Source: an optimization exercise on an open RTL-to-GDS flow (aim: small area). Production flows keep margins and buffers that such runs may drop.
In this exercise RTL edits were held to simulation tests only and were not proved equivalent to the original.
No activity file was given, so power comes from the tool's default toggle rates.

**design.v**
```verilog
module reactiontimer(keybutton, selection, trig, echo, cin, rst, segments, d, led);
	input cin;
	input rst;
	input [1:0] keybutton;
	input [9:0] selection;
	output [41:0] segments;
	output d;
	output [9:0] led;
	input echo;
	output trig;
	wire key0 = keybutton[0];
	wire key1 = keybutton[1];
	wire sel9 = selection[9];
	wire sel8 = selection[8];
	wire sel0 = selection[0];
	reg [13:0] ph;
	reg [1:0] m3;
	wire [14:0] phc;
	assign phc[0] = 1'b1;
	wire ph_wrap = rst | (ph[13] & ph[10] & ph[9] & ph[8] & ph[3] & ph[2] & ph[1] & ph[0]);  
	genvar gi;
	generate
		for (gi = 0; gi < 14; gi = gi + 1) begin : phbit
			assign phc[gi+1] = phc[gi] & ph[gi];
			always @(posedge cin)
				ph[gi] <= ~ph_wrap & (ph[gi] ^ phc[gi]);
		end
	endgenerate
	always @(posedge cin)
		m3 <= {~rst & m3[0], ~rst & ~m3[0] & ~m3[1]};
	wire tick = m3[1] & ~ph[0];
	wire one_us = ~ph[0];
	assign trig = ~(|ph[13:5]) & (|ph[4:0]) & ~(ph[4] & (ph[3] | (ph[2] & (ph[1] | ph[0]))));
	reg [1:0] k;
	always @(*) begin
		case ({ph[2:0], m3})
			5'b000_00: k = 2'd0;  5'b000_01: k = 2'd3;  5'b000_10: k = 2'd1;
			5'b001_00: k = 2'd2;  5'b001_01: k = 2'd0;  5'b001_10: k = 2'd3;
			5'b010_00: k = 2'd3;  5'b010_01: k = 2'd2;  5'b010_10: k = 2'd0;
			5'b011_00: k = 2'd1;  5'b011_01: k = 2'd3;  5'b011_10: k = 2'd2;
			5'b100_00: k = 2'd2;  5'b100_01: k = 2'd1;  5'b100_10: k = 2'd3;
			5'b101_00: k = 2'd0;  5'b101_01: k = 2'd2;  5'b101_10: k = 2'd1;
			5'b110_00: k = 2'd1;  5'b110_01: k = 2'd0;  5'b110_10: k = 2'd2;
			5'b111_00: k = 2'd3;  5'b111_01: k = 2'd1;  5'b111_10: k = 2'd0;
			default: k = 2'd0;
		endcase
	end
	reg [9:0] usc;
	reg dist_gt;
	wire usc_sat = usc[9] & usc[8] & usc[7] & usc[5];
	wire usc_clr = rst | (one_us & ~echo);
	wire [10:0] usc_c;
	assign usc_c[0] = one_us & echo & ~usc_sat;
	generate
		for (gi = 0; gi < 10; gi = gi + 1) begin : usbit
			assign usc_c[gi+1] = usc_c[gi] & usc[gi];
			always @(posedge cin)
				usc[gi] <= ~usc_clr & (usc[gi] ^ usc_c[gi]);
		end
	endgenerate
	wire dist_ld = one_us & ~echo & (|usc);
	always @(posedge cin)
		dist_gt <= ~rst & (dist_ld ? usc_sat : dist_gt);
	reg b_gt, stop;
	always @(posedge cin) begin
		b_gt <= ~rst & (tick ? dist_gt : b_gt);
		stop <= ~rst & (tick ? (key0 & b_gt) : stop);
	end
	reg [11:0] r;
	always @(posedge cin) begin
		if (rst)
			r <= 12'b010010101101;
		else
			r <= {r[10:0], r[5] ^ r[6]};
	end
	reg [11:0] dc1;
	reg a1;
	wire dc1_nz = |dc1;
	wire [12:0] dc1_b;
	assign dc1_b[0] = tick & dc1_nz;
	generate
		for (gi = 0; gi < 12; gi = gi + 1) begin : dc1bit
			assign dc1_b[gi+1] = dc1_b[gi] & ~dc1[gi];
			always @(posedge cin)
				dc1[gi] <= ~rst & (key0 ? (dc1[gi] ^ dc1_b[gi]) : r[gi]);
		end
	endgenerate
	always @(posedge cin)
		a1 <= ~rst & key0 & (tick ? ~dc1_nz : a1);
	reg decide, b, act1;
	wire decide_next = sel0 ? stop : key0;
	always @(posedge cin) begin
		decide <= ~rst & decide_next;
		b <= ~rst & ~sel9 & (b ^ (decide_next & ~decide));
		act1 <= ~rst & ~sel9 & b & a1;
	end
	reg W, y, s1, signal2, flag;
	reg s2_q;               
	reg [3:0] li;           
	wire [7:0] light2 = {8{s2_q}} & {li[3:2] == 2'd3, li[3:2] == 2'd2, li[3:2] == 2'd1, li[3:2] == 2'd0,
	                                 li[1:0] == 2'd3, li[1:0] == 2'd2, li[1:0] == 2'd1, li[1:0] == 2'd0};
	reg [10:0] dc2;
	reg s2;
	always @(posedge cin) begin
		W <= ~rst & sel9 & ~key1;
		y <= ~sel9 | flag;
		signal2 <= ~rst & sel9 & s2 & s1;
		s1 <= ~rst & ((W & ~s1) | (~y & s1));
		s2_q <= ~rst & signal2;
		flag <= (light2 == selection[7:0]) & s2_q;
		if (~s2_q)
			li <= {k, ph[1:0]};
	end
	wire dc2_nz = |dc2;
	wire [11:0] dc2_b;
	assign dc2_b[0] = tick & dc2_nz;
	generate
		for (gi = 0; gi < 11; gi = gi + 1) begin : dc2bit
			assign dc2_b[gi+1] = dc2_b[gi] & ~dc2[gi];
			always @(posedge cin)
				dc2[gi] <= W ? ((11'd1500 >> gi) & 1'b1) : (dc2[gi] ^ dc2_b[gi]);
		end
	endgenerate
	always @(posedge cin)
		s2 <= ~W & (tick ? ~dc2_nz : s2);
	reg m_p, m_pp, m_started, r34;
	always @(posedge cin) begin
		if (rst) begin
			m_p <= 1'b0;
			m_pp <= 1'b0;
			m_started <= 1'b0;
			r34 <= 1'b0;
		end else if (tick) begin
			r34 <= m_p ^ m_pp;
			m_p <= sel9;
			m_pp <= m_started ? m_p : ~sel9;
			m_started <= 1'b1;
		end
	end
	reg R;
	always @(posedge cin)
		R <= (~b & ~key0 & ~sel9) | (~signal2 & ~key1 & sel9) | r34;
	reg [23:0] o;
	wire o_clr = rst | R;
	wire [6:0] en;
	assign en[0] = tick & (act1 | signal2);
	generate
		for (gi = 0; gi < 6; gi = gi + 1) begin : digit
			wire [3:0] q = o[4*gi+3:4*gi];
			wire e = en[gi];
			assign en[gi+1] = e & q[3] & q[0];
			always @(posedge cin) begin
				o[4*gi]   <= ~o_clr & (q[0] ^ e);
				o[4*gi+1] <= ~o_clr & (q[1] ^ (e & q[0] & ~q[3]));
				o[4*gi+2] <= ~o_clr & (q[2] ^ (e & q[0] & q[1]));
				o[4*gi+3] <= ~o_clr & (q[3] ^ (e & q[0] & (q[3] | (q[1] & q[2]))));
			end
		end
	endgenerate
	reg sw_q, x, b_q;
	reg [23:0] hs1, hs2;
	always @(posedge cin) begin
		sw_q <= ~rst & sel0;
		x <= ~rst & (x ^ (sel0 & ~sw_q));
		b_q <= b;
	end
	wire o_nz = |o;
	wire clr_req = sel0 & x;
	wire [24:0] lt1, lt2;    
	assign lt1[0] = 1'b0;
	assign lt2[0] = 1'b0;
	generate
		for (gi = 0; gi < 24; gi = gi + 1) begin : cmp
			assign lt1[gi+1] = (~o[gi] & hs1[gi]) | (~o[gi] & lt1[gi]) | (hs1[gi] & lt1[gi]);
			assign lt2[gi+1] = (~o[gi] & hs2[gi]) | (~o[gi] & lt2[gi]) | (hs2[gi] & lt2[gi]);
		end
	endgenerate
	wire fall1 = b_q & ~b;
	wire fall2 = s2_q & ~signal2;
	wire ld1 = ~rst & fall1 & o_nz & (~(|hs1) | lt1[24]);
	wire ld2 = ~rst & fall2 & o_nz & (~(|hs2) | lt2[24]);
	wire keep1 = ~rst & ~ld1 & ~(fall1 & clr_req);
	wire keep2 = ~rst & ~ld2 & ~(fall2 & clr_req);
	always @(posedge cin) begin
		hs1 <= ({24{ld1}} & o) | ({24{keep1}} & hs1);
		hs2 <= ({24{ld2}} & o) | ({24{keep2}} & hs2);
	end
	assign led = {{2{act1}}, {8{act1}} | light2};
	assign d = 1'b0;
	wire sh_o = ~sel8;
	wire sh_1 = sel8 & ~sel9;
	wire sh_2 = sel8 & sel9;
	wire [23:0] C = ({24{sh_o}} & o) | ({24{sh_1}} & hs1) | ({24{sh_2}} & hs2);
	generate
		for (gi = 0; gi < 6; gi = gi + 1) begin : seg
			wire [3:0] a = C[4*gi+3:4*gi];
			assign segments[7*gi]   = (~a[3] & ~a[2] & ~a[1] & a[0]) | (a[2] & ~a[1] & ~a[0]);
			assign segments[7*gi+1] = a[2] & (a[1] ^ a[0]);
			assign segments[7*gi+2] = ~a[2] & a[1] & ~a[0];
			assign segments[7*gi+3] = (a[2] & ~(a[1] ^ a[0])) | (~a[3] & ~a[2] & ~a[1] & a[0]);
			assign segments[7*gi+4] = a[0] | (a[2] & ~a[1]);
			assign segments[7*gi+5] = (a[1] & a[0]) | (~a[3] & ~a[2] & (a[1] | a[0]));
			assign segments[7*gi+6] = (~a[3] & ~a[2] & ~a[1]) | (a[2] & a[1] & a[0]);
		end
	endgenerate
endmodule
```
**run.sh**
```bash
#!/bin/bash
# synth_recipe.tcl (not shown) runs the flow's synth.tcl, then flattens the netlist and writes it again
# the make line also repeats each setting of config.mk as NAME=value (left out here)
make -C /OpenROAD-flow-scripts/flow DESIGN_CONFIG=/design/flow/config.mk WORK_HOME=/design/flow/orfs CLKGATE_MAP_FILE= SYNTH_SCRIPT=/design/flow/synth_recipe.tcl finish
```
**config.mk**
```make
export PLATFORM = sky130hd
export DESIGN_NAME = reactiontimer
export DESIGN_NICKNAME = reactiontimer
export VERILOG_FILES = /design/flow/design.v
export SDC_FILE = /design/flow/constraint.sdc
export NUM_CORES = 4
export LEC_CHECK = 0
export CAP_MARGIN = 20
export CORE_MARGIN = 2
export CORE_UTILIZATION = 40
export CTS_BUF_LIST = sky130_fd_sc_hd__clkbuf_8
export SLEW_MARGIN = 20
```
**constraint.sdc**
```tcl
create_clock -name core_clock -period 20.0 [get_ports {cin}]
set_input_delay 4.0000 -clock core_clock [delete_from_list [all_inputs] [get_ports {cin}]]
set_output_delay 4.0000 -clock core_clock [all_outputs]
set_load 0.01 [all_outputs]
```
==> results of run 1 <==
## cells by family after synthesis
logic type | after synthesis
AO/OA/AOI/OAI | 192
other | 1
multiplexers | 46
AND/OR/NAND/NOR | 335
XOR/XNOR | 20
flip-flops | 159
buffers and inverters | 129
adder cells (fa/ha/maj) | 71
## registers in the layout, summed over array words and instances (netlist names), 2 cells and up
name / count
hs1: 24
hs2: 24
o: 24
ph: 14
dc1: 12
r: 12
dc2: 11
usc: 10
li: 4
m3: 2
## layer usage
metal | vias to the layer above | track usage (%)
li1 | 3437 | -
met1 | 3205 | 23.4
met2 | 139 | 28.8
met3 | 25 | 3.94
met4 | 0 | 5.09
met5 | - | 0
## final cells by class
type / count / area, um^2
Fill cell: 2045 / 11300
Multi-Input combinational cell: 665 / 4770
Sequential cell: 159 / 3220
Timing Repair Buffer: 71 / 691
Tap cell: 275 / 344
Inverter: 76 / 285
Clock buffer: 17 / 234
Clock inverter: 15 / 150
## cell usage after synthesis, drive strengths merged (3+ instances only)
library cell	count
o21ai	20
o211ai	13
maj3	7
and2	28
edfxtp	4
a22o	49
xor2	3
o22ai	17
and3	14
ha	64
nor3	16
a311oi	3
nand3	16
a31oi	5
dfxtp	155
nor2b	47
nand4	5
buf	25
o31a	3
inv	75
mux2i	36
o31ai	6
xnor2	17
nand2	52
nor4	25
or2	6
o32ai	6
a211oi	14
a2111oi	3
mux2	8
a22oi	7
nor2	80
a21oi	26
clkbuf	28
o21bai	7
nand2b	36
## path summary, 6_finish.rpt
| check | from | to | slack [ns] | cells past startpoint |
|---|---|---|---|---|
| hold reg to reg | b | b_q | 0.42 | 0 |
| setup reg to reg | ph[0] | dc1[11] | 16.48 | 15 |
| hold / removal | b | b_q | 0.42 | 0 |
| setup / recovery | selection[9] | segments[28] | 9.41 | 8 |
## report_power, final
group	switching [mW]	internal [mW]	total, mW	leakage, nW
logic	0.0392	0.0374	0.0765	2.54
clock network	0.132	0.103	0.235	0.199
registers	0.00939	0.329	0.339	1.30
## critical path, cell delays in order
cell and delay [ns]:
buf_2 0.74, mux2i_1 0.26, nand2_1 0.06, o21ai_0 0.26
o211ai_1 0.29, mux2_2 0.33, nor2_1 0.09, clkdlybuf4s50_1 0.54
## stage by stage
| stage | hold WS [ns] | util, % | cell area [um^2] | std cells |
|---|---|---|---|---|
| finish | 0.423 | 46.1 | 9700 | 1278 |
| global route | 0.447 | 46.1 | 9700 | 1278 |
| detailed placement | 0.413 | 44.3 | 9320 | 1246 |
| floorplan | 0.386 | - | 8560 | 953 |
| CTS | 0.425 | 46.1 | 9700 | 1278 |
| global placement | 0.399 | 44.3 | 9320 | 1246 |
==> results by group, run 1 <==
Run status
  • Status: timing/DRC/antenna clean

Clocking
  • CTS tree: yes
  • Worst-path clk slew: 0.09 ns
  • Hold Buf Count CTS: 0
  • CTS root buf: clkbuf_8
  • CTS H-Tree Depth: 4
  • Max clock buf depth: 2
  • Clock tree sinks: 159
  • Post-CTS sizing: 0
  • Clock Latency Late Sink: 0.46 ns
  • Post-CTS setup buffers: 0
  • CTS buffer count: 17

Synthesis
  • Compound-Gate Fraction of Synth Area: 17.3%
  • Largest family of logic cells by synthesized area: simple AND/OR/NAND/NOR gates
  • Syn avg cell area: 8.98 um^2
  • Synth Area in Adders: 10.2%
  • Post-synth top area cell: dfxtp_1
  • Count of state elements after synthesis: 159
  • Multiplexer share of the synthesized area: 5.79%
  • Synth top area cells: dfxtp_1 36%, ha_1 9.4%, mux2i_1 4.2%
  • Top_reg_cell synth: dfxtp_1
  • Synth unique cells: 64
  • FFs w/ async S/R, synth: 0%
  • Synth Cell Area: 8560 um^2
  • YS warnings: 1
  • Top-area cell type share of the netlist area: 36.3%
  • Synth Area in Simple Gates: 20.4%
  • Post-Synth XOR/XNOR Area: 2.05%
  • Number of flops mapped to enable cells by yosys: 4
  • Mapped Cells: 953
  • Mapped Nets: 1032
  • Seq/Total Area, Yosys: 37.7%

Drt
  • Highest metal used: met4
  • Iter 0 DRT Violations: 354
  • DR vias/cell: 5.33
  • Via count: 6806
  • DR WL met3: 864 um
  • Metal-1 WL: 9120 um
  • Per-cell routed wire length: 14.9 um
  • DRT Wirelength: 19000 um
  • ANT nets after route: 0
  • # DRC: 0
  • WL met2: 8740 um
  • Initial DRT Pass Iterations: 5

Setup path
  • Kind of critical path: input pin to output port
  • Crit path required time: 16.00 ns
  • Worst Path Max Fanout: 38
  • Arrival @ worst endpoint: 6.59 ns
  • Worst setup EP type: output port
  • CP startpoint kind: input pin

Layout
  • Area Growth Syn to Fin: 13.4%
  • Share of layout cells above drive strength 1: 7.68%
  • # diodes: 0
  • Commonest non-fill, non-tap cell in the layout: dfxtp_1
  • Most frequent cells in the layout: 155 x dfxtp_1, 80 x nor2_1, 76 x inv_1
  • # nets final: 1069

Floorplan
  • Site Rows: 53
  • Initial Util: 40.7%
  • IO Pins: 69
  • Die Ht: 150 um
  • Full die area: 22600 um^2
  • Core area: 21000 um^2
  • Die Width: 150 um

STA
  • # setup viols final: 0
  • Slew margin rel.: 31.2%
  • Final Slew Violations: 0
  • Fin crit share: 52.9%
  • Final Critical Period: 10.59 ns
  • Skew final: 0.0130 ns
  • RSZ-0062 raised after global routing: false
  • Worst-Margin Slew: 1.03 ns
  • Final setup margin: 9.41 ns
  • Fmax achieved: 94.5 MHz
  • Total Neg Setup Slack: 0 ns
  • Hold Vio Cnt, Final: 0

Power and ir drop
  • Static leakage: 4.05 nW
  • Peak VDD IR: 37.4 uV
  • Total power: 0.650 mW
  • P per Cell Area: 67.0 nW/um^2

Placement
  • Pre-CTS worst setup slack: 9.43 ns
  • Gpl congestion: 0.815
  • HPWL after detailed placement: 13400 um
  • Buffers on Ports: 67

Global route
  • Vias in the first global route: 6369
  • First-pass GRT wire length: 31600 um
  • Initial antenna violation count: 0
  • Gr ovfl total: 0
  • GR Util All Layers: 17.6%
  • Largest net degree at the start of global routing: 59

Run
  • Max Cap Viol: 0

Hold path
  • Worst min path class: flip-flop to flip-flop
==> run 2, diff against run 1 <==
--- a/config.mk
+++ b/config.mk
@@ -8,5 +8,4 @@
 export CAP_MARGIN = 20
 export CORE_MARGIN = 2
 export CORE_UTILIZATION = 40
-export CTS_BUF_LIST = sky130_fd_sc_hd__clkbuf_8
 export SLEW_MARGIN = 20
==> run 2 against run 1 <==
Against the previous run: still clean; clock-buffer cell count increased by 1; synthesized cell count unchanged; clock power increased by 36%; flip-flop and latch count unchanged; register-to-register slack got worse by 0.03 ns; critical path depth unchanged; first-iteration DRC count decreased by 12%; area after synthesis unchanged; combinational power about the same; worst hold slack got worse by 0.0037 ns; maximum frequency increased by 0.12%; die area unchanged; largest cell class unchanged.
==> results by group, run 2 <==
Setup path
  • Cells on worst reg2reg path: 15 (unchanged)
  • CP Launch Point: selection[9] (unchanged)
  • Arrival @ worst endpoint: 6.57 ns (was 6.59 ns)
  • Worst reg2reg startpoint: ph[0] (unchanged)
  • CP startpoint kind: input pin (unchanged)
  • Worst setup EP type: output port (unchanged)
  • Crit path required time: 16.00 ns (about the same)
  • Flop-to-flop setup slack: 16.45 ns (was 16.48 ns)
  • Kind of critical path: input pin to output port (unchanged)
  • Worst Path Max Fanout: 38 (unchanged)

Synthesis
  • Mapped Cells: 953 (unchanged)
  • Top-count cell post-synth: dfxtp_1 (unchanged)
  • Synth top area cells: dfxtp_1 36%, ha_1 9.4%, mux2i_1 4.2% (unchanged)
  • Synth unique cells: 64 (unchanged)
  • Syn avg cell area: 8.98 um^2 (unchanged)
  • FFs w/ async S/R, synth: 0% (unchanged)
  • Count of state elements after synthesis: 159 (unchanged)
  • Synth Cell Area: 8560 um^2 (unchanged)
  • YS warnings: 1 (unchanged)
  • Top_reg_cell synth: dfxtp_1 (unchanged)
  • Number of flops mapped to enable cells by yosys: 4 (unchanged)
  • Seq/Total Area, Yosys: 37.7% (unchanged)
  • Mapped Nets: 1032 (unchanged)
  • Post-synth top area cell: dfxtp_1 (unchanged)
  • Top post-synthesis cells by count: 155 x dfxtp_1, 80 x nor2_1, 75 x inv_1 (unchanged)
  • Top-area cell type share of the netlist area: 36.3% (unchanged)

Power and ir drop
  • Static leakage: 4.13 nW (was 4.05 nW)
  • Clk pwr share: 43.4% (was 36.1%)
  • Switching Share: 26.1% (was 27.8%)
  • P per Cell Area: 74.3 nW/um^2 (was 67.0 nW/um^2)
  • P_sw: 0.192 mW (was 0.181 mW)
  • Int Power: 0.543 mW (was 0.470 mW)
  • Sequential power share: 46.1% (was 52.1%)
  • Part of the power in combinational logic: 10.4% (was 11.8%)
  • Total power: 0.735 mW (was 0.650 mW)
  • Peak VDD IR: 46.3 uV (was 37.4 uV)

Clocking
  • Max clock buf depth: 2 (unchanged)
  • Post-CTS sizing: 0 (unchanged)
  • CTS buffer count: 17 (unchanged)
  • Hold Buf Count CTS: 0 (unchanged)
  • CTS tree: yes (unchanged)
  • Worst-path clk slew: 0.06 ns (was 0.09 ns)
  • CTS H-Tree Depth: 4 (unchanged)
  • Clock tree sinks: 159 (unchanged)
  • Post-CTS setup buffers: 0 (unchanged)
  • CTS root buf: clkbuf_16 (was clkbuf_8)
  • Clock Latency Late Sink: 0.43 ns (was 0.46 ns)

Placement
  • Placed cell count: 1246 (unchanged)
  • Buffers on Ports: 67 (unchanged)
  • Gpl congestion: 0.815 (unchanged)
  • HPWL after detailed placement: 13400 um (unchanged)

Drt
  • Per-cell routed wire length: 15.0 um (was 14.9 um)
  • DR vias/cell: 5.31 (was 5.33)
  • Via count: 6782 (was 6806)
  • Iter 0 DRT Violations: 311 (was 354)
  • Initial DRT Pass Iterations: 5 (unchanged)
  • DRT Wirelength: 19100 um (was 19000 um)
  • # DRC: 0 (unchanged)
  • ANT nets after route: 0 (unchanged)

Global route
  • GR Util All Layers: 17.7% (was 17.6%)
  • Vias in the first global route: 6331 (was 6369)
  • Gr ovfl total: 0 (unchanged)
  • First-pass GRT wire length: 31800 um (was 31600 um)
  • Initial antenna violation count: 0 (unchanged)
  • Largest net degree at the start of global routing: 59 (unchanged)

Floorplan
  • Die Width: 150 um (unchanged)
  • Die Ht: 150 um (unchanged)
  • Initial Util: 40.7% (unchanged)
  • Full die area: 22600 um^2 (unchanged)
  • Site Rows: 53 (unchanged)
  • Core area: 21000 um^2 (unchanged)
  • IO Pins: 69 (unchanged)

STA
  • Final Slew Violations: 0 (unchanged)
  • Final Critical Period: 10.57 ns (was 10.59 ns)
  • # setup viols final: 0 (unchanged)
  • Skew final: 0.00796 ns (was 0.0130 ns)
  • Worst-Margin Slew: 1.01 ns (was 1.03 ns)
  • Total Neg Setup Slack: 0 ns (unchanged)
  • Hold_ws: 0.420 ns (was 0.423 ns)
  • Hold Vio Cnt, Final: 0 (unchanged)
  • Slew margin rel.: 32.5% (was 31.2%)
  • RSZ-0062 raised after global routing: false (unchanged)
  • Fmax achieved: 94.6 MHz (was 94.5 MHz)
  • Fin crit share: 52.9% (about the same)

Run
  • Max Cap Viol: 0 (unchanged)

Layout
  • Share of layout cells above drive strength 1: 7.68% (unchanged)
  • Non-filler instance count after layout: 1278 (unchanged)
  • # nets final: 1069 (unchanged)
  • Largest regs: hs1: 24 flops, hs2: 24 flops, o: 24 flops (unchanged)
  • Fill count: 2026 (was 2045)
  • Most frequent cells in the layout: 155 x dfxtp_1, 80 x nor2_1, 75 x inv_1 (was 155 x dfxtp_1, 80 x nor2_1, 76 x inv_1)
  • Area Growth Syn to Fin: 15.6% (was 13.4%)
  • Commonest non-fill, non-tap cell in the layout: dfxtp_1 (unchanged)
  • # diodes: 0 (unchanged)
  • Finished Core Util: 47.1% (was 46.1%)

Hold path
  • Hold path start: b (unchanged)
  • Worst min path class: flip-flop to flip-flop (unchanged)
  • Hold Path Stages: 0 (unchanged)

Run status
  • Status: timing/DRC/antenna clean (unchanged)
==> run 2: logic make-up (layout without fill, tap and decap cells) <==
family / after synthesis / after routing / synth area share (%)
AO/OA/AOI/OAI: 192 / 192 / 17.3
XOR/XNOR: 20 / 20 / 2.05
adder cells (fa/ha/maj): 71 / 71 / 10.2
buffers and inverters: 129 / 179 / 6.54
flip-flops: 159 / 159 / 37.7
multiplexers: 46 / 46 / 5.79
other: 1 / 1 / 0.0438
AND/OR/NAND/NOR: 335 / 335 / 20.4
==> run 2: layer usage <==
layer  GRT usage, %  up-vias  routed length [um]
met5              0        -                   0
met4           5.38        0                 302
met3           3.48       24                 732
met2           28.9      132                8790
met1           23.6     3182                9310
li1               -     3444                   -
==> run 2: layout make-up <==
cell class	instances	area, um^2	area share [%]
timing repair buffer	71	691	6.98
tap	275	344	3.48
sequential	159	3220	32.6
inverter	76	285	2.88
clock inverter	14	146	1.48
multi-input combinational	665	4770	48.3
clock buffer	18	429	4.34
==> run 2: final timing paths <==
check,endpoint
worst max-delay path,segments[28]
worst max register to register,dc1[11]
worst min register to register,b_q
worst min-delay path,b_q
==> run 2: power by group through the flow <==
stage | Clock [mW] | Sequential (mW) | Combinational, mW
4_1_cts | 0.327 | 0.339 | 0.0774
3_5_place_dp | 0 | 0.346 | 0.0770
5_1_grt | 0.340 | 0.341 | 0.0866
3_3_place_gp | 0 | 0.346 | 0.0758
2_1_floorplan | 0 | 0.342 | 0.0535
6_report | 0.319 | 0.339 | 0.0765
==> run 2: per-stage QoR <==
step | worst slack [ns] | area (um^2)
after floorplan | 10.53 | 8560
after global placement | 9.50 | 9320
after detailed placement | 9.43 | 9320
after CTS | 9.43 | 9890
after global routing | 9.21 | 9890
final | 9.43 | 9890
==> run 2: worst max-delay path, stage by stage <==
cell,delay (ns)
buf_2,0.72
mux2i_1,0.26
nand2_1,0.06
o21ai_0,0.26
o211ai_1,0.30
mux2_2,0.33
nor2_1,0.09
clkdlybuf4s50_1,0.54
==> run 3, diff against run 2 <==
--- a/config.mk
+++ b/config.mk
@@ -7,5 +7,8 @@
 export LEC_CHECK = 0
 export CAP_MARGIN = 20
 export CORE_MARGIN = 2
-export CORE_UTILIZATION = 40
+export CORE_UTILIZATION = 60
+export CTS_BUF_LIST = sky130_fd_sc_hd__clkbuf_8
+export CTS_CLUSTER_DIAMETER = 100
+export CTS_CLUSTER_SIZE = 30
 export SLEW_MARGIN = 20
==> run 3 against run 2 <==
Against the previous run: via count rose by 3.2%; highest routed layer unchanged; sequential power barely moved; final cell count fell by 7.5%; total power fell by 8.5%; non-clock buffer count fell by 1; worst hold slack improved by 0.00071 ns; critical endpoint unchanged; maximum frequency fell by 0.31%; critical path depth did not move; worst setup slack got worse by 0.033 ns.
==> results by group, run 3 <==
Run status
  • Status: timing/DRC/antenna clean (unchanged)

Placement
  • Gpl congestion: 0.820 (was 0.815)
  • Placed cell count: 1149 (was 1246)
  • HPWL after detailed placement: 13300 um (was 13400 um)
  • Buffers on Ports: 67 (unchanged)

Clocking
  • CTS buffer count: 17 (unchanged)
  • Post-CTS setup buffers: 0 (unchanged)
  • Worst-path clk slew: 0.09 ns (was 0.06 ns)
  • Post-CTS sizing: 0 (unchanged)
  • CTS tree: yes (unchanged)
  • Clock tree sinks: 159 (unchanged)
  • Hold Buf Count CTS: 0 (unchanged)
  • Max clock buf depth: 2 (unchanged)
  • CTS H-Tree Depth: 4 (unchanged)
  • CTS root buf: clkbuf_8 (was clkbuf_16)
  • Clock Latency Late Sink: 0.46 ns (was 0.43 ns)

Setup path
  • Crit path required time: 16.00 ns (about the same)
  • Worst Path Max Fanout: 38 (unchanged)
  • CP startpoint kind: input pin (unchanged)
  • Worst setup EP type: output port (unchanged)
  • Slowest stage delay, CP: 0.73 ns (was 0.72 ns)
  • Cell at the slowest stage of the critical path: buf_2 (unchanged)
  • Cells on worst reg2reg path: 16 (was 15)
  • Kind of critical path: input pin to output port (unchanged)
  • CP cell instances: buf_2, mux2i_1, nand2_1, o21ai_0, o211ai_1, mux2_2, nor2_1, clkdlybuf4s50_1 (unchanged)
  • Arrival @ worst endpoint: 6.61 ns (was 6.57 ns)

Floorplan
  • Die Width: 123 um (was 150 um)
  • Full die area: 15200 um^2 (was 22600 um^2)
  • Site Rows: 43 (was 53)
  • Initial Util: 61.6% (was 40.7%)
  • Die Ht: 123 um (was 150 um)
  • IO Pins: 69 (unchanged)
  • Core area: 13900 um^2 (was 21000 um^2)

Power and ir drop
  • Peak VDD IR: 53.2 uV (was 46.3 uV)
  • P per Cell Area: 69.7 nW/um^2 (was 74.3 nW/um^2)
  • Total power: 0.672 mW (was 0.735 mW)
  • Static leakage: 4.07 nW (was 4.13 nW)

Hold path
  • Worst min path class: flip-flop to flip-flop (unchanged)
  • Hold Path Stages: 0 (unchanged)

STA
  • Fin crit share: 53.0% (was 52.9%)
  • Worst-Margin Slew: 1.13 ns (was 1.01 ns)
  • # setup viols final: 0 (unchanged)
  • RSZ-0062 raised after global routing: false (unchanged)
  • Hold Vio Cnt, Final: 0 (unchanged)
  • Final Critical Period: 10.61 ns (was 10.57 ns)
  • Skew final: 0.0158 ns (was 0.00796 ns)
  • Total Neg Setup Slack: 0 ns (unchanged)
  • Final Slew Violations: 0 (unchanged)
  • Slew margin rel.: 24.4% (was 32.5%)
  • Fmax achieved: 94.3 MHz (was 94.6 MHz)

Global route
  • Vias in the first global route: 6568 (was 6331)
  • GR Util All Layers: 25.7% (was 17.7%)
  • Initial antenna violation count: 0 (unchanged)
  • First-pass GRT wire length: 31000 um (was 31800 um)
  • Gr ovfl total: 0 (unchanged)
  • Largest net degree at the start of global routing: 59 (unchanged)

Synthesis
  • Top-area cell type share of the netlist area: 36.3% (unchanged)
  • Top post-synthesis cells by count: 155 x dfxtp_1, 80 x nor2_1, 75 x inv_1 (unchanged)
  • Top_reg_cell synth: dfxtp_1 (unchanged)
  • Count of state elements after synthesis: 159 (unchanged)
  • Top-count cell post-synth: dfxtp_1 (unchanged)
  • Mapped Nets: 1032 (unchanged)
  • Syn avg cell area: 8.98 um^2 (unchanged)
  • Synth top area cells: dfxtp_1 36%, ha_1 9.4%, mux2i_1 4.2% (unchanged)
  • Number of flops mapped to enable cells by yosys: 4 (unchanged)
  • Seq/Total Area, Yosys: 37.7% (unchanged)
  • Synth Cell Area: 8560 um^2 (unchanged)
  • Post-synth top area cell: dfxtp_1 (unchanged)
  • Synth unique cells: 64 (unchanged)
  • YS warnings: 1 (unchanged)
  • Mapped Cells: 953 (unchanged)
  • FFs w/ async S/R, synth: 0% (unchanged)

Drt
  • ANT nets after route: 0 (unchanged)
  • DR vias/cell: 5.92 (was 5.31)
  • Via count: 7000 (was 6782)
  • Per-cell routed wire length: 16.0 um (was 15.0 um)
  • DRT Wirelength: 18900 um (was 19100 um)
  • Iter 0 DRT Violations: 564 (was 311)
  • # DRC: 0 (unchanged)
  • Initial DRT Pass Iterations: 5 (unchanged)

Run
  • Max Cap Viol: 0 (unchanged)

Layout
  • # diodes: 0 (unchanged)
  • Area Growth Syn to Fin: 12.7% (was 15.6%)
  • Largest regs: hs1: 24 flops, hs2: 24 flops, o: 24 flops (unchanged)
  • Fill count: 1111 (was 2026)
  • Non-filler instance count after layout: 1182 (was 1278)
  • # nets final: 1068 (was 1069)
  • Most frequent cells in the layout: 155 x dfxtp_1, 79 x nor2_1, 75 x inv_1 (was 155 x dfxtp_1, 80 x nor2_1, 75 x inv_1)
  • Share of layout cells above drive strength 1: 7.78% (was 7.68%)
  • Commonest non-fill, non-tap cell in the layout: dfxtp_1 (unchanged)
==> run 3: power by group <==
group	internal [mW]	leakage, nW	switching (mW)
Combinational	0.0378	2.54	0.0410
Clock	0.121	0.221	0.133
Sequential	0.329	1.30	0.00966
Total	0.488	4.07	0.184
==> run 3: worst paths after layout <==
path | to | slack [ns] | startpoint
setup reg to reg | dc1[10] | 16.39 | ph[0]
hold / removal | b_q | 0.42 | b
hold reg to reg | b_q | 0.42 | b
setup / recovery | segments[28] | 9.39 | selection[9]
==> run 3: kinds of logic (layout without fill, tap and decap cells) <==
kind of cell	count (synthesis)	count (layout)	share of synthesized area (%)
AO/OA/AOI/OAI	192	192	17.3
other	1	1	0.0438
flip-flops	159	159	37.7
XOR/XNOR	20	20	2.05
AND/OR/NAND/NOR	335	335	20.4
buffers and inverters	129	178	6.54
adder cells (fa/ha/maj)	71	71	10.2
multiplexers	46	46	5.79
==> run 3: through the flow <==
step | worst slack [ns] | area [um^2] | hold WS [ns] | utilization [%]
5_1_grt | 9.16 | 9640 | 0.440 | 69.5
3_3_place_gp | 9.56 | 9190 | 0.405 | 66.2
6_report | 9.39 | 9640 | 0.420 | 69.5
4_1_cts | 9.40 | 9630 | 0.420 | 69.4
2_1_floorplan | 10.53 | 8560 | 0.386 | -
3_5_place_dp | 9.40 | 9190 | 0.406 | 66.2
==> run 3: final cells by class <==
| type | count | area, um^2 | area share [%] |
|---|---|---|---|
| inverter | 76 | 285 | 2.96 |
| timing repair buffer | 70 | 691 | 7.16 |
| clock buffer | 18 | 248 | 2.57 |
| clock inverter | 14 | 188 | 1.95 |
| sequential | 159 | 3220 | 33.4 |
| tap | 180 | 225 | 2.34 |
| multi-input combinational | 665 | 4780 | 49.6 |
==> run 3: metal layers <==
layer	wire length (um)	up-vias	global-route usage [%]	part of all wire, %
met1	8170	3318	31.3	43
met5	0	-	0	0
met4	277	0	6.32	1.5
li1	-	3447	-	-
met2	9430	207	45.7	50
met3	1030	28	6.18	5.4
==> run 3: critical path: cells and delay by family <==
family | cells | cell delay (ns)
simple gates | 2 | 0.15
buf+inv | 2 | 1.27
mux | 2 | 0.60
compound gates | 2 | 0.56
==> run 4, diff against run 3 <==
==> flow/run.sh (new file) <==
#!/bin/bash
# Own layout flow: the standard ORFS flow (standard synthesis unchanged),
# with smaller port buffers, a clock tree without dummy loads, and gate
# downsizing on paths with positive slack.
set -euo pipefail
export BUFFER_PORTS_ARGS="-buffer_cell sky130_fd_sc_hd__buf_1"
export CTS_ARGS="-sink_clustering_enable -repair_clock_nets -dont_use_dummy_load -buf_list sky130_fd_sc_hd__clkbuf_8"
export RECOVER_POWER=100
bash standard.sh > standard.log 2>&1
==> standard.sh (new file) <==
#!/bin/bash
# synth_recipe.tcl (not shown) runs the flow's synth.tcl, then flattens the netlist and writes it again
# the make line also repeats each setting of config.mk as NAME=value (left out here)
make -C /OpenROAD-flow-scripts/flow DESIGN_CONFIG=/design/flow/config.mk WORK_HOME=/design/flow/orfs CLKGATE_MAP_FILE= SYNTH_SCRIPT=/design/flow/synth_recipe.tcl "${@:-finish}"
--- a/config.mk
+++ b/config.mk
@@ -7,8 +7,5 @@
 export LEC_CHECK = 0
 export CAP_MARGIN = 20
 export CORE_MARGIN = 2
-export CORE_UTILIZATION = 60
-export CTS_BUF_LIST = sky130_fd_sc_hd__clkbuf_8
-export CTS_CLUSTER_DIAMETER = 100
-export CTS_CLUSTER_SIZE = 30
+export CORE_UTILIZATION = 40
 export SLEW_MARGIN = 20
removed: run.sh
==> run 4 against run 3 <==
Against the previous run: now fails the layout checks on capacitance limit, slew limit; non-clock buffer count grew 2; critical path depth grew 1; flip-flop and latch count is the same; register-to-register slack is essentially flat; via count shrank 3.8%; critical endpoint unchanged.
==> results by group, run 4 <==
Floorplan
  • Initial Util: 40.7% (was 61.6%)
  • Die Width: 150 um (was 123 um)
  • Core area: 21000 um^2 (was 13900 um^2)
  • IO Pins: 69 (unchanged)
  • Full die area: 22600 um^2 (was 15200 um^2)
  • Site Rows: 53 (was 43)
  • Die Ht: 150 um (was 123 um)

Clocking
  • Post-CTS sizing: 0 (unchanged)
  • CTS root buf: clkbuf_8 (unchanged)
  • CTS tree: yes (unchanged)
  • Worst-path clk slew: 0.08 ns (was 0.09 ns)
  • Clock Latency Late Sink: 0.45 ns (was 0.46 ns)
  • Post-CTS setup buffers: 0 (unchanged)
  • CTS H-Tree Depth: 4 (unchanged)
  • Hold Buf Count CTS: 0 (unchanged)
  • CTS buffer count: 17 (unchanged)
  • Max clock buf depth: 2 (unchanged)
  • Clock tree sinks: 159 (unchanged)

STA
  • Fmax achieved: 88.4 MHz (was 94.3 MHz)
  • Skew final: 0.0339 ns (was 0.0158 ns)
  • Hold Vio Cnt, Final: 0 (unchanged)
  • RSZ-0062 raised after global routing: false (unchanged)
  • Worst-Margin Slew: 2.49 ns (was 1.13 ns)
  • Fin crit share: 56.6% (was 53.0%)
  • Total Neg Setup Slack: 0 ns (unchanged)
  • Final Slew Violations: 98 (was 0)
  • Slew margin rel.: -65.8% (was 24.4%)
  • # setup viols final: 0 (unchanged)
  • Final Critical Period: 11.32 ns (was 10.61 ns)

Layout
  • Area Growth Syn to Fin: 6.71% (was 12.7%)
  • # diodes: 0 (unchanged)
  • # nets final: 1070 (was 1068)
  • Commonest non-fill, non-tap cell in the layout: dfxtp_1 (unchanged)
  • Largest regs: hs1: 24 flops, hs2: 24 flops, o: 24 flops (unchanged)
  • Fill count: 2111 (was 1111)
  • Share of layout cells above drive strength 1: 6.07% (was 7.78%)
  • Most frequent cells in the layout: 155 x dfxtp_1, 80 x nor2_1, 75 x inv_1 (was 155 x dfxtp_1, 79 x nor2_1, 75 x inv_1)
  • Fin area: 9130 um^2 (was 9640 um^2)
  • Finished Core Util: 43.4% (was 69.5%)

Drt
  • Iter 0 DRT Violations: 415 (was 564)
  • Initial DRT Pass Iterations: 5 (unchanged)
  • DR vias/cell: 5.33 (was 5.92)
  • Via count: 6736 (was 7000)
  • ANT nets after route: 0 (unchanged)
  • Per-cell routed wire length: 15.1 um (was 16.0 um)
  • DRT Wirelength: 19100 um (was 18900 um)
  • # DRC: 0 (unchanged)

Global route
  • Largest net degree at the start of global routing: 59 (unchanged)
  • Vias in the first global route: 6294 (was 6568)
  • GR Util All Layers: 17.5% (was 25.7%)
  • Initial antenna violation count: 0 (unchanged)
  • First-pass GRT wire length: 31700 um (was 31000 um)
  • Gr ovfl total: 0 (unchanged)

Setup path
  • CP Launch Point: selection[9] (unchanged)
  • Slowest stage delay, CP: 1.64 ns (was 0.73 ns)
  • Cell at the slowest stage of the critical path: clkbuf_1 (was buf_2)
  • Worst Path Max Fanout: 38 (unchanged)
  • CP cell instances: clkbuf_2, clkbuf_1, mux2i_1, nand2_1, o21ai_0, o211ai_1, mux2_2, nor2_1, buf_1 (was buf_2, mux2i_1, nand2_1, o21ai_0, o211ai_1, mux2_2, nor2_1, clkdlybuf4s50_1)
  • Worst reg2reg startpoint: ph[0] (unchanged)
  • Crit path required time: 16.00 ns (about the same)
  • Kind of critical path: input pin to output port (unchanged)
  • Arrival @ worst endpoint: 7.32 ns (was 6.61 ns)
  • CP startpoint kind: input pin (unchanged)
  • Worst setup EP type: output port (unchanged)

Power and ir drop
  • Static leakage: 3.79 nW (was 4.07 nW)
  • Int Power: 0.432 mW (was 0.488 mW)
  • Clk pwr share: 30.3% (was 37.9%)
  • P per Cell Area: 63.7 nW/um^2 (was 69.7 nW/um^2)
  • Switching Share: 25.7% (was 27.4%)
  • Part of the power in combinational logic: 11.4% (was 11.7%)
  • Peak VDD IR: 37.2 uV (was 53.2 uV)
  • Sequential power share: 58.3% (was 50.4%)
  • P_sw: 0.149 mW (was 0.184 mW)
  • Total power: 0.581 mW (was 0.672 mW)

Synthesis
  • Post-synth top area cell: dfxtp_1 (unchanged)
  • Mapped Nets: 1032 (unchanged)
  • Number of flops mapped to enable cells by yosys: 4 (unchanged)
  • Synth top area cells: dfxtp_1 36%, ha_1 9.4%, mux2i_1 4.2% (unchanged)
  • Top post-synthesis cells by count: 155 x dfxtp_1, 80 x nor2_1, 75 x inv_1 (unchanged)
  • Mapped Cells: 953 (unchanged)
  • Seq/Total Area, Yosys: 37.7% (unchanged)
  • Count of state elements after synthesis: 159 (unchanged)
  • Top_reg_cell synth: dfxtp_1 (unchanged)
  • Synth unique cells: 64 (unchanged)
  • Syn avg cell area: 8.98 um^2 (unchanged)
  • FFs w/ async S/R, synth: 0% (unchanged)
  • Top-area cell type share of the netlist area: 36.3% (unchanged)
  • Top-count cell post-synth: dfxtp_1 (unchanged)
  • YS warnings: 1 (unchanged)
  • Synth Cell Area: 8560 um^2 (unchanged)

Hold path
  • Hold path start: y (was b)
  • Worst min path class: flip-flop to flip-flop (unchanged)

Run status
  • Violated layout checks: capacitance limit, slew limit
  • Status: complete, but fails checks (was timing/DRC/antenna clean)

Run
  • Max Cap Viol: 2 (was 0)

Placement
  • Dpl cell area: 8920 um^2 (was 9190 um^2)
  • Buffers on Ports: 67 (unchanged)
  • HPWL after detailed placement: 13500 um (was 13300 um)
  • Gpl congestion: 0.789 (was 0.820)
-- run 4: cell counts after synthesis --
Identical to the previous run, type by type.
-- run 4: path summary, 6_finish.rpt --
check / endpoint / slack, ns / depth (start not counted)
setup / recovery: segments[28] / 8.68 / 9
hold / removal: s1 / 0.40 / 1
setup reg to reg: dc1[10] / 16.39 / 16
hold reg to reg: s1 / 0.40 / 1
-- run 4: metrics by stage --
stage | setup slack, ns | hold slack [ns] | std cells
final | 8.68 | 0.398 | 1264
after global routing | 8.36 | 0.414 | 1264
after CTS | 9.90 | 0.397 | 1264
after detailed placement | 9.92 | 0.391 | 1247
after global placement | 10.05 | 0.397 | 1247
after floorplan | 10.53 | 0.386 | 953
-- run 4: power by group through the flow --
stage	Clock, mW	Combinational [mW]	Sequential [mW]
2_1_floorplan	0	0.0535	0.342
3_3_place_gp	0	0.0655	0.346
3_5_place_dp	0	0.0667	0.346
4_1_cts	0.182	0.0670	0.339
5_1_grt	0.194	0.0762	0.341
6_report	0.176	0.0662	0.339
-- run 4: logic make-up (layout without fill, tap and decap cells) --
group / Yosys count / in the layout / share of synthesized area (%)
mux: 46 / 46 / 5.79
simple gates: 335 / 335 / 20.4
xor+xnor: 20 / 20 / 2.05
fa+ha+maj: 71 / 71 / 10.2
flops: 159 / 159 / 37.7
other cells: 1 / 1 / 0.0438
compound gates: 192 / 192 / 17.3
buf+inv: 129 / 165 / 6.54
-- run 4: per-layer routing --
metal | global-route usage (%) | vias up | wire (um)
met1 | 23.4 | 3151 | 9210
met5 | 0 | - | 0
met4 | 5.52 | 0 | 319
met2 | 28.8 | 139 | 8840
met3 | 3.09 | 20 | 703
li1 | - | 3426 | -
-- run 4: layout make-up --
type	count	area (um^2)	area share (%)
Clock buffer	17	234	2.56
Sequential cell	159	3220	35.3
Tap cell	275	344	3.77
Timing Repair Buffer	72	282	3.08
Multi-Input combinational cell	665	4760	52.2
Inverter	76	285	3.12
-- run 4: critical path, delay by kind of cell --
family	cells	cell delay, ns
AOI/OAI and AO/OA	2	0.61
and+or+nand+nor	2	0.15
muxes	2	0.66
buffers and inverters	3	1.87
==> run 5, diff against run 4 <==
--- a/flow/run.sh
+++ b/flow/run.sh
@@ -5,5 +5,5 @@
 set -euo pipefail
 export BUFFER_PORTS_ARGS="-buffer_cell sky130_fd_sc_hd__buf_1"
 export CTS_ARGS="-sink_clustering_enable -repair_clock_nets -dont_use_dummy_load -buf_list sky130_fd_sc_hd__clkbuf_8"
-export RECOVER_POWER=100
+# no power recovery
 bash standard.sh > standard.log 2>&1
==> run 5 against run 4 <==
Against the previous run: now clean on timing, DRC and antenna; sequential share of layout area is 0.087 points lower; clock power is essentially flat; register-to-register slack better by 0.05 ns; sequential power hardly changed; worst hold slack about the same; maximum frequency grew 12%; non-clock buffer count stayed put; critical path type unchanged; largest power group unchanged.
==> results by group, run 5 <==
STA
  • # setup viols final: 0 (unchanged)
  • Skew final: 0.0330 ns (was 0.0339 ns)
  • RSZ-0062 raised after global routing: false (unchanged)
  • Fin crit share: 50.5% (was 56.6%)
  • Hold Vio Cnt, Final: 0 (unchanged)
  • Fmax achieved: 99.1 MHz (was 88.4 MHz)
  • Final Slew Violations: 0 (was 98)
  • Hold_ws: 0.399 ns (was 0.398 ns)
  • Final Critical Period: 10.09 ns (was 11.32 ns)
  • Slew margin rel.: 32.0% (was -65.8%)
  • Worst-Margin Slew: 1.02 ns (was 2.49 ns)
  • Total Neg Setup Slack: 0 ns (unchanged)

Setup path
  • Critical Path Stages: 6 (was 9)
  • Cell at the slowest stage of the critical path: o21ai_0 (was clkbuf_1)
  • Worst setup EP type: output port (unchanged)
  • Slowest stage delay, CP: 0.73 ns (was 1.64 ns)
  • Flop-to-flop setup slack: 16.44 ns (was 16.39 ns)
  • CP startpoint kind: input pin (unchanged)
  • Kind of critical path: input pin to output port (unchanged)
  • Crit path required time: 16.00 ns (about the same)
  • Bufs and invs on worst path: 2 (was 3)
  • CP cell instances: clkbuf_2, o21ai_0, o211ai_1, mux2_2, nor2_1, buf_1 (was clkbuf_2, clkbuf_1, mux2i_1, nand2_1, o21ai_0, o211ai_1, mux2_2, nor2_1, buf_1)
  • Arrival @ worst endpoint: 6.09 ns (was 7.32 ns)
  • Cells on worst reg2reg path: 15 (was 16)
  • Top delay family on crit path: compound AO/OA/AOI/OAI gates (was buffers and inverters)
  • Worst Path Max Fanout: 48 (was 38)

Synthesis
  • Synth top area cells: dfxtp_1 36%, ha_1 9.4%, mux2i_1 4.2% (unchanged)
  • Synth Cell Area: 8560 um^2 (unchanged)
  • Number of flops mapped to enable cells by yosys: 4 (unchanged)
  • Mapped Cells: 953 (unchanged)
  • Count of state elements after synthesis: 159 (unchanged)
  • Syn avg cell area: 8.98 um^2 (unchanged)
  • Top-count cell post-synth: dfxtp_1 (unchanged)
  • Post-synth top area cell: dfxtp_1 (unchanged)
  • Top-area cell type share of the netlist area: 36.3% (unchanged)
  • FFs w/ async S/R, synth: 0% (unchanged)
  • Synth unique cells: 64 (unchanged)
  • Top post-synthesis cells by count: 155 x dfxtp_1, 80 x nor2_1, 75 x inv_1 (unchanged)
  • Top_reg_cell synth: dfxtp_1 (unchanged)
  • Mapped Nets: 1032 (unchanged)
  • Seq/Total Area, Yosys: 37.7% (unchanged)
  • YS warnings: 1 (unchanged)

Layout
  • Share of layout cells above drive strength 1: 6.57% (was 6.07%)
  • Commonest non-fill, non-tap cell in the layout: dfxtp_1 (unchanged)
  • Fill count: 2103 (was 2111)
  • Largest regs: hs1: 24 flops, hs2: 24 flops, o: 24 flops (unchanged)
  • Most frequent cells in the layout: 155 x dfxtp_1, 80 x nor2_1, 75 x inv_1 (unchanged)
  • # nets final: 1070 (unchanged)
  • Area Growth Syn to Fin: 6.98% (was 6.71%)
  • Multi-input logic area: 4770 um^2 (was 4760 um^2)
  • Register area: 3220 um^2 (unchanged)
  • Finished Core Util: 43.5% (was 43.4%)
  • Fin area: 9150 um^2 (was 9130 um^2)
  • # diodes: 0 (unchanged)

Drt
  • # DRC: 0 (unchanged)
  • DR vias/cell: 5.33 (about the same)
  • Initial DRT Pass Iterations: 5 (unchanged)
  • DRT Wirelength: 19100 um (about the same)
  • ANT nets after route: 0 (unchanged)
  • Per-cell routed wire length: 15.1 um (about the same)
  • Via count: 6739 (was 6736)
  • Iter 0 DRT Violations: 378 (was 415)

Floorplan
  • Die Width: 150 um (unchanged)
  • IO Pins: 69 (unchanged)
  • Full die area: 22600 um^2 (unchanged)
  • Initial Util: 40.7% (unchanged)
  • Core area: 21000 um^2 (unchanged)
  • Site Rows: 53 (unchanged)
  • Die Ht: 150 um (unchanged)

Placement
  • HPWL after detailed placement: 13500 um (unchanged)
  • Gpl congestion: 0.789 (unchanged)
  • Dpl cell area: 8920 um^2 (unchanged)
  • Buffers on Ports: 67 (unchanged)

Clocking
  • CTS buffer count: 17 (unchanged)
  • Worst-path clk slew: 0.08 ns (about the same)
  • Clock Latency Late Sink: 0.45 ns (about the same)
  • Max clock buf depth: 2 (unchanged)
  • Clock tree sinks: 159 (unchanged)
  • CTS H-Tree Depth: 4 (unchanged)
  • Post-CTS sizing: 0 (unchanged)
  • CTS root buf: clkbuf_8 (unchanged)
  • CTS tree: yes (unchanged)
  • Post-CTS setup buffers: 0 (unchanged)
  • Hold Buf Count CTS: 0 (unchanged)

Global route
  • Initial antenna violation count: 0 (unchanged)
  • Vias in the first global route: 6294 (unchanged)
  • Largest net degree at the start of global routing: 59 (unchanged)
  • Gr ovfl total: 0 (unchanged)
  • First-pass GRT wire length: 31700 um (unchanged)
  • GR Util All Layers: 17.5% (unchanged)

Run
  • Max Cap Viol: 0 (was 2)

Hold path
  • Worst min path class: flip-flop to flip-flop (unchanged)
  • Hold Path Stages: 1 (unchanged)

Power and ir drop
  • Peak VDD IR: 37.2 uV (about the same)
  • Static leakage: 3.82 nW (was 3.79 nW)
  • P per Cell Area: 63.5 nW/um^2 (was 63.7 nW/um^2)

Run status
  • Status: timing/DRC/antenna clean (was complete, but fails checks)
[run 5: routing by layer]
metal / wire, um / track usage, % / vias to the layer above
met5: 0 / 0 / -
met4: 274 / 5.52 / 0
met2: 8870 / 28.8 / 120
met3: 696 / 3.09 / 16
li1: - / - / 3423
met1: 9220 / 23.4 / 3180
[run 5: cell type report]
class / instances / area share, %
Sequential cell: 159 / 35.2
Timing Repair Buffer: 72 / 3.20
Multi-Input combinational cell: 665 / 52.2
Inverter: 76 / 3.12
Clock buffer: 17 / 2.56
Tap cell: 275 / 3.76
[run 5: cell families (layout without fill, tap and decap cells)]
logic type | count (synthesis) | count (layout) | share of synthesized area, %
adder cells (fa/ha/maj) | 71 | 71 | 10.2
AND/OR/NAND/NOR | 335 | 335 | 20.4
buffers and inverters | 129 | 165 | 6.54
other | 1 | 1 | 0.0438
multiplexers | 46 | 46 | 5.79
flip-flops | 159 | 159 | 37.7
XOR/XNOR | 20 | 20 | 2.05
AO/OA/AOI/OAI | 192 | 192 | 17.3
[run 5: power by group]
part / switching, mW / internal (mW)
Sequential: 0.00961 / 0.330
Combinational: 0.0388 / 0.0273
Clock: 0.101 / 0.0751
Total: 0.149 / 0.432
[run 5: stage by stage]
step / setup WS, ns / power, mW / instances
after floorplan: 10.53 / 0.395 / 953
after global placement: 10.05 / 0.412 / 1247
after detailed placement: 9.92 / 0.413 / 1247
after CTS: 9.90 / 0.588 / 1264
after global routing: 9.59 / 0.610 / 1264
final: 9.91 / 0.581 / 1264
[run 5: final timing paths]
| check | startpoint | endpoint |
|---|---|---|
| worst max-delay path | selection[8] | segments[28] |
| worst min-delay path | y | s1 |
| worst max register to register | ph[0] | dc1[11] |
| worst min register to register | y | s1 |
==> run 6, diff against run 5 <==
--- a/design.v
+++ b/design.v
@@ -166,19 +166,19 @@
 	end
 	wire o_nz = |o;
 	wire clr_req = sel0 & x;
-	wire [24:0] lt1, lt2;    
-	assign lt1[0] = 1'b0;
-	assign lt2[0] = 1'b0;
+	wire [23:0] hsc = b_q ? hs1 : hs2;
+	wire [24:0] lt;          
+	assign lt[0] = 1'b0;
 	generate
 		for (gi = 0; gi < 24; gi = gi + 1) begin : cmp
-			assign lt1[gi+1] = (~o[gi] & hs1[gi]) | (~o[gi] & lt1[gi]) | (hs1[gi] & lt1[gi]);
-			assign lt2[gi+1] = (~o[gi] & hs2[gi]) | (~o[gi] & lt2[gi]) | (hs2[gi] & lt2[gi]);
-		end
-	endgenerate
+			assign lt[gi+1] = (~o[gi] & hsc[gi]) | (~o[gi] & lt[gi]) | (hsc[gi] & lt[gi]);
+		end
+	endgenerate
+	wire better = o_nz & (~(|hsc) | lt[24]);
 	wire fall1 = b_q & ~b;
 	wire fall2 = s2_q & ~signal2;
-	wire ld1 = ~rst & fall1 & o_nz & (~(|hs1) | lt1[24]);
-	wire ld2 = ~rst & fall2 & o_nz & (~(|hs2) | lt2[24]);
+	wire ld1 = ~rst & fall1 & better;
+	wire ld2 = ~rst & fall2 & better;
 	wire keep1 = ~rst & ~ld1 & ~(fall1 & clr_req);
 	wire keep2 = ~rst & ~ld2 & ~(fall2 & clr_req);
 	always @(posedge cin) begin
==> flow/run.sh (replaced) <==
#!/bin/bash
# Own layout flow: the standard ORFS flow (standard synthesis unchanged),
# with smaller port buffers, a clock tree without dummy loads, and gate
# downsizing on paths with positive slack.
set -euo pipefail
export BUFFER_PORTS_ARGS="-buffer_cell sky130_fd_sc_hd__buf_1"
export CTS_ARGS="-sink_clustering_enable -sink_clustering_size 40 -sink_clustering_max_diameter 150 -repair_clock_nets -dont_use_dummy_load -buf_list sky130_fd_sc_hd__clkbuf_8"
# no power recovery
bash standard.sh > standard.log 2>&1
==> run 6 against run 5 <==
Against the previous run: still clean; register-to-register slack worse by 0.02 ns; sequential power about the same; routed wire length shrank 10%; worst hold slack better by 0.0090 ns; total power decreased by 0.27%; area after synthesis down 4.6%; non-clock buffer count is 2 higher; largest power group unchanged.
==> results by group, run 6 <==
Run status
  • Status: timing/DRC/antenna clean (unchanged)

Clocking
  • CTS tree: yes (unchanged)
  • CTS buffer count: 17 (unchanged)
  • CTS root buf: clkbuf_8 (unchanged)
  • Clock Latency Late Sink: 0.46 ns (was 0.45 ns)
  • Clock tree sinks: 159 (unchanged)
  • Hold Buf Count CTS: 0 (unchanged)
  • Post-CTS sizing: 0 (unchanged)
  • Post-CTS setup buffers: 0 (unchanged)
  • CTS H-Tree Depth: 4 (unchanged)
  • Worst-path clk slew: 0.08 ns (about the same)
  • Max clock buf depth: 2 (unchanged)

Drt
  • DR vias/cell: 5.22 (was 5.33)
  • # DRC: 0 (unchanged)
  • Iter 0 DRT Violations: 310 (was 378)
  • Initial DRT Pass Iterations: 4 (was 5)
  • Metal-1 WL: 7930 um (was 9220 um)
  • WL met2: 8100 um (was 8870 um)
  • Via count: 6197 (was 6739)
  • DRT Wirelength: 17100 um (was 19100 um)
  • Per-cell routed wire length: 14.4 um (was 15.1 um)
  • Highest metal used: met4 (unchanged)
  • DR WL met3: 803 um (was 696 um)
  • ANT nets after route: 0 (unchanged)

Layout
  • Commonest non-fill, non-tap cell in the layout: dfxtp_1 (unchanged)
  • Share of layout cells above drive strength 1: 5.77% (was 6.57%)
  • Fill count: 2021 (was 2103)
  • Largest regs: hs1: 24 flops, hs2: 24 flops, o: 24 flops (unchanged)
  • # diodes: 0 (unchanged)
  • # nets final: 999 (was 1070)
  • Area Growth Syn to Fin: 7.30% (was 6.98%)
  • Most frequent cells in the layout: 155 x dfxtp_1, 86 x nor2_1, 64 x ha_1, 64 x buf_1, 60 x mux2i_1 (was 155 x dfxtp_1, 80 x nor2_1, 75 x inv_1)

Floorplan
  • IO Pins: 69 (unchanged)
  • Full die area: 21600 um^2 (was 22600 um^2)
  • Site Rows: 52 (was 53)
  • Core area: 20100 um^2 (was 21000 um^2)
  • Die Ht: 147 um (was 150 um)
  • Die Width: 147 um (was 150 um)
  • Initial Util: 40.6% (was 40.7%)

Power and ir drop
  • Total power: 0.580 mW (was 0.581 mW)
  • Peak VDD IR: 46.1 uV (was 37.2 uV)
  • P per Cell Area: 66.2 nW/um^2 (was 63.5 nW/um^2)
  • Static leakage: 3.71 nW (was 3.82 nW)

Synthesis
  • Synth unique cells: 61 (was 64)
  • Syn avg cell area: 9.23 um^2 (was 8.98 um^2)
  • Top_reg_cell synth: dfxtp_1 (unchanged)
  • Mapped Cells: 884 (was 953)
  • Top-area cell type share of the netlist area: 38.0% (was 36.3%)
  • Top-count cell post-synth: dfxtp_1 (unchanged)
  • YS warnings: 1 (unchanged)
  • Synth Cell Area: 8160 um^2 (was 8560 um^2)
  • Top post-synthesis cells by count: 155 x dfxtp_1, 86 x nor2_1, 64 x ha_1 (was 155 x dfxtp_1, 80 x nor2_1, 75 x inv_1)
  • Synth top area cells: dfxtp_1 38%, ha_1 9.8%, mux2i_1 7.4% (was dfxtp_1 36%, ha_1 9.4%, mux2i_1 4.2%)
  • Seq/Total Area, Yosys: 39.5% (was 37.7%)
  • Number of flops mapped to enable cells by yosys: 4 (unchanged)
  • Post-synth top area cell: dfxtp_1 (unchanged)
  • FFs w/ async S/R, synth: 0% (unchanged)
  • Count of state elements after synthesis: 159 (unchanged)
  • Mapped Nets: 963 (was 1032)

Setup path
  • Arrival @ worst endpoint: 6.21 ns (was 6.09 ns)
  • Worst Path Max Fanout: 33 (was 48)
  • CP startpoint kind: input pin (unchanged)
  • Worst setup EP type: output port (unchanged)
  • Top cell by count, worst path: nand2_1
  • Crit path required time: 16.00 ns (about the same)
  • Cell at the slowest stage of the critical path: clkbuf_2 (was o21ai_0)
  • Kind of critical path: input pin to output port (unchanged)
  • Slowest stage delay, CP: 0.80 ns (was 0.73 ns)
  • CP cell instances: clkbuf_2, mux2i_1, nand2_1, o21ai_0, nand2_1, mux2_2, nor2_1, buf_1 (was clkbuf_2, o21ai_0, o211ai_1, mux2_2, nor2_1, buf_1)

Placement
  • Pre-CTS worst setup slack: 9.76 ns (was 9.92 ns)
  • Buffers on Ports: 67 (unchanged)
  • HPWL after detailed placement: 12100 um (was 13500 um)
  • Gpl congestion: 0.790 (was 0.789)

STA
  • Final Critical Period: 10.21 ns (was 10.09 ns)
  • Slew margin rel.: 27.3% (was 32.0%)
  • RSZ-0062 raised after global routing: false (unchanged)
  • Hold Vio Cnt, Final: 0 (unchanged)
  • Final setup margin: 9.79 ns (was 9.91 ns)
  • Final Slew Violations: 0 (unchanged)
  • Worst-Margin Slew: 1.09 ns (was 1.02 ns)
  • Total Neg Setup Slack: 0 ns (unchanged)
  • Fmax achieved: 97.9 MHz (was 99.1 MHz)
  • Fin crit share: 51.1% (was 50.5%)
  • Skew final: 0.0241 ns (was 0.0330 ns)
  • # setup viols final: 0 (unchanged)

Hold path
  • Worst min path class: flip-flop to flip-flop (unchanged)

Global route
  • Initial antenna violation count: 0 (unchanged)
  • GR Util All Layers: 16.6% (was 17.5%)
  • Largest net degree at the start of global routing: 56 (was 59)
  • First-pass GRT wire length: 29400 um (was 31700 um)
  • Vias in the first global route: 5969 (was 6294)
  • Gr ovfl total: 0 (unchanged)

Run
  • Max Cap Viol: 0 (unchanged)
-- run 6: power breakdown --
part           internal, mW  switching [mW]  total [mW]
Clock                0.0749           0.100       0.175
Combinational        0.0267          0.0391      0.0658
Sequential            0.329         0.00886       0.338
Total                 0.431           0.148       0.580
-- run 6: critical path, delay by kind of cell --
family                 cells  cell delay [ns]
buffers and inverters      2             0.96
multiplexers               2             0.59
AND/OR/NAND/NOR            3             0.38
AO/OA/AOI/OAI              1             0.28
-- run 6: cell families after synthesis --
kind of cell               Yosys count  share of synthesized area [%]
AOI/OAI and AO/OA                  165                           14.5
xor gates and xnor gates            20                           2.15
muxes                               72                           9.29
and+or+nand+nor                    291                           18.5
DFF                                159                           39.5
other                                1                         0.0459
adders and majority gates           67                           10.2
buffers and inverters              109                           5.87
-- run 6: path summary, 6_finish.rpt --
path,startpoint,cells after the start,slack [ns],end
max,selection[9],8,9.79,segments[35]
min,y,1,0.41,s1
max reg2reg,ph[0],17,16.42,dc1[10]
min reg2reg,y,1,0.41,s1
-- run 6: cell type report --
| cell class | count | area [um^2] | share of cell area [%] |
|---|---|---|---|
| multi-input cells | 616 | 4460 | 50.9 |
| repair buffers | 74 | 308 | 3.51 |
| well taps | 270 | 338 | 3.86 |
| clock buffers | 17 | 234 | 2.67 |
| flip-flops and latches | 159 | 3220 | 36.8 |
| inverters | 52 | 195 | 2.23 |
-- run 6: metal layers --
layer	vias to the layer above	GRT usage, %
li1	3178	-
met1	2885	21.6
met2	111	27.6
met3	23	3.63
met4	0	5.53
met5	-	0
-- run 6: through the flow --
step           util (%)  cell area (um^2)  std cells  hold WS, ns
6_report           43.6              8760       1188        0.408
5_1_grt            43.6              8760       1188        0.432
4_1_cts            43.6              8760       1188        0.411
3_5_place_dp       42.4              8520       1171        0.403
3_3_place_gp       42.4              8520       1171        0.397
2_1_floorplan         -              8160        884        0.386
==> run 7, diff against run 6 <==
==> flow/run.sh (replaced) <==
#!/bin/bash
# Own layout flow: the standard ORFS flow (standard synthesis unchanged),
# with smaller port buffers, a clock tree without dummy loads.

set -euo pipefail
export BUFFER_PORTS_ARGS="-buffer_cell sky130_fd_sc_hd__buf_1"
export CTS_ARGS="-sink_clustering_enable -repair_clock_nets -dont_use_dummy_load -buf_list sky130_fd_sc_hd__clkbuf_8"

bash standard.sh > standard.log 2>&1
==> run 7 against run 6 <==
Against the previous run: highest routed layer unchanged; first-iteration DRC count is the same; register-to-register slack about the same; total power did not move; clock-buffer cell count unchanged; clock skew unchanged; area after synthesis unchanged; still clean; design area is the same; sequential power about the same; critical path depth is the same; worst hold slack is the same.
==> results by group, run 7 <==
Layout
  • Most frequent cells in the layout: 155 x dfxtp_1, 86 x nor2_1, 64 x ha_1, 64 x buf_1, 60 x mux2i_1 (unchanged)
  • Largest regs: hs1: 24 flops, hs2: 24 flops, o: 24 flops (unchanged)
  • Commonest non-fill, non-tap cell in the layout: dfxtp_1 (unchanged)
  • Fin area: 8760 um^2 (unchanged)
  • Share of layout cells above drive strength 1: 5.77% (unchanged)
  • # nets final: 999 (unchanged)
  • Area Growth Syn to Fin: 7.30% (unchanged)
  • Finished Core Util: 43.6% (unchanged)
  • Non-filler instance count after layout: 1188 (unchanged)
  • # diodes: 0 (unchanged)

Synthesis
  • Mapped Cells: 884 (unchanged)
  • Synth Cell Area: 8160 um^2 (unchanged)
  • Top_reg_cell synth: dfxtp_1 (unchanged)
  • YS warnings: 1 (unchanged)
  • Synth unique cells: 61 (unchanged)
  • Top post-synthesis cells by count: 155 x dfxtp_1, 86 x nor2_1, 64 x ha_1 (unchanged)
  • Mapped Nets: 963 (unchanged)
  • Count of state elements after synthesis: 159 (unchanged)
  • Top-area cell type share of the netlist area: 38.0% (unchanged)
  • Post-synth top area cell: dfxtp_1 (unchanged)
  • Syn avg cell area: 9.23 um^2 (unchanged)
  • Seq/Total Area, Yosys: 39.5% (unchanged)
  • Number of flops mapped to enable cells by yosys: 4 (unchanged)
  • FFs w/ async S/R, synth: 0% (unchanged)
  • Top-count cell post-synth: dfxtp_1 (unchanged)

STA
  • Final Critical Period: 10.21 ns (unchanged)
  • Fin crit share: 51.1% (unchanged)
  • Hold_ws: 0.408 ns (unchanged)
  • Hold Vio Cnt, Final: 0 (unchanged)
  • # setup viols final: 0 (unchanged)
  • RSZ-0062 raised after global routing: false (unchanged)
  • Skew final: 0.0241 ns (unchanged)
  • Total Neg Setup Slack: 0 ns (unchanged)
  • Final setup margin: 9.79 ns (unchanged)

Placement
  • Buffers on Ports: 67 (unchanged)
  • Dpl cell area: 8520 um^2 (unchanged)
  • Placed cell count: 1171 (unchanged)
  • Gpl congestion: 0.790 (unchanged)

Global route
  • Largest net degree at the start of global routing: 56 (unchanged)
  • GR Util All Layers: 16.6% (unchanged)
  • Gr ovfl total: 0 (unchanged)
  • Vias in the first global route: 5969 (unchanged)

Clocking
  • Post-CTS setup buffers: 0 (unchanged)
  • Clock Latency Late Sink: 0.46 ns (about the same)
  • Worst-path clk slew: 0.08 ns (about the same)
  • CTS H-Tree Depth: 4 (unchanged)
  • Max clock buf depth: 2 (unchanged)
  • CTS root buf: clkbuf_8 (unchanged)
  • Clock tree sinks: 159 (unchanged)
  • CTS buffer count: 17 (unchanged)

Drt
  • Via count: 6197 (unchanged)
  • Per-cell routed wire length: 14.4 um (unchanged)
  • DR vias/cell: 5.22 (unchanged)
  • Iter 0 DRT Violations: 310 (unchanged)
  • Initial DRT Pass Iterations: 4 (unchanged)
  • DRT Wirelength: 17100 um (unchanged)

Floorplan
  • Die Ht: 147 um (unchanged)
  • IO Pins: 69 (unchanged)
  • Die Width: 147 um (unchanged)
  • Core area: 20100 um^2 (unchanged)

Setup path
  • Kind of critical path: input pin to output port (unchanged)
  • Crit path required time: 16.00 ns (about the same)
  • Top delay family on crit path: buffers and inverters (unchanged)
  • CP Launch Point: selection[9] (unchanged)
  • CP startpoint kind: input pin (unchanged)
  • Cell at the slowest stage of the critical path: clkbuf_2 (unchanged)
  • CP cell instances: clkbuf_2, mux2i_1, nand2_1, o21ai_0, nand2_1, mux2_2, nor2_1, buf_1 (unchanged)
  • Worst reg2reg startpoint: ph[0] (unchanged)

Run status
  • Status: timing/DRC/antenna clean (unchanged)

Hold path
  • Worst min path class: flip-flop to flip-flop (unchanged)

Power and ir drop
  • Peak VDD IR: 46.1 uV (unchanged)
==> run 7: cell counts after synthesis <==
Identical to the previous run, type by type.
==> run 7: where the power goes <==
part           internal, mW  switching [mW]
sequential            0.329         0.00886
clock                0.0749           0.100
combinational        0.0267          0.0391
==> run 7: cell families (layout without fill, tap and decap cells) <==
group           Yosys count  count (layout)  share of synthesized area, %
compound gates          165             165                          14.5
simple gates            291             291                          18.5
mux                      72              72                          9.29
other cells               1               1                        0.0459
fa+ha+maj                67              67                          10.2
xor+xnor                 20              20                          2.15
buf+inv                 109             143                          5.87
flops                   159             159                          39.5
==> run 7: cell type report <==
type                            count  area (um^2)
Sequential cell                   159         3220
Fill cell                        2021        11300
Timing Repair Buffer               74          308
Inverter                           52          195
Multi-Input combinational cell    616         4460
Clock buffer                       17          234
Tap cell                          270          338
==> run 7: layer usage <==
metal / global-route usage [%] / up-vias / wire length, um
li1: - / 3178 / -
met1: 21.6 / 2885 / 7930
met2: 27.6 / 111 / 8100
met3: 3.63 / 23 / 803
met4: 5.53 / 0 / 311
met5: 0 / - / 0
==> run 7: path summary, 6_finish.rpt <==
kind                   to  slack [ns]  cells after the start
max          segments[35]        9.79                      8
min                    s1        0.41                      1
max reg2reg       dc1[10]       16.42                     17
min reg2reg            s1        0.41                      1

Check on run 7: ideal ports give 9.789 ns setup slack; a clkbuf_16 on the clock port and buf_2 on the inputs give 9.766 ns; moving port delays by the midpoint clock arrival (0.481 ns) as well gives 9.766 ns.
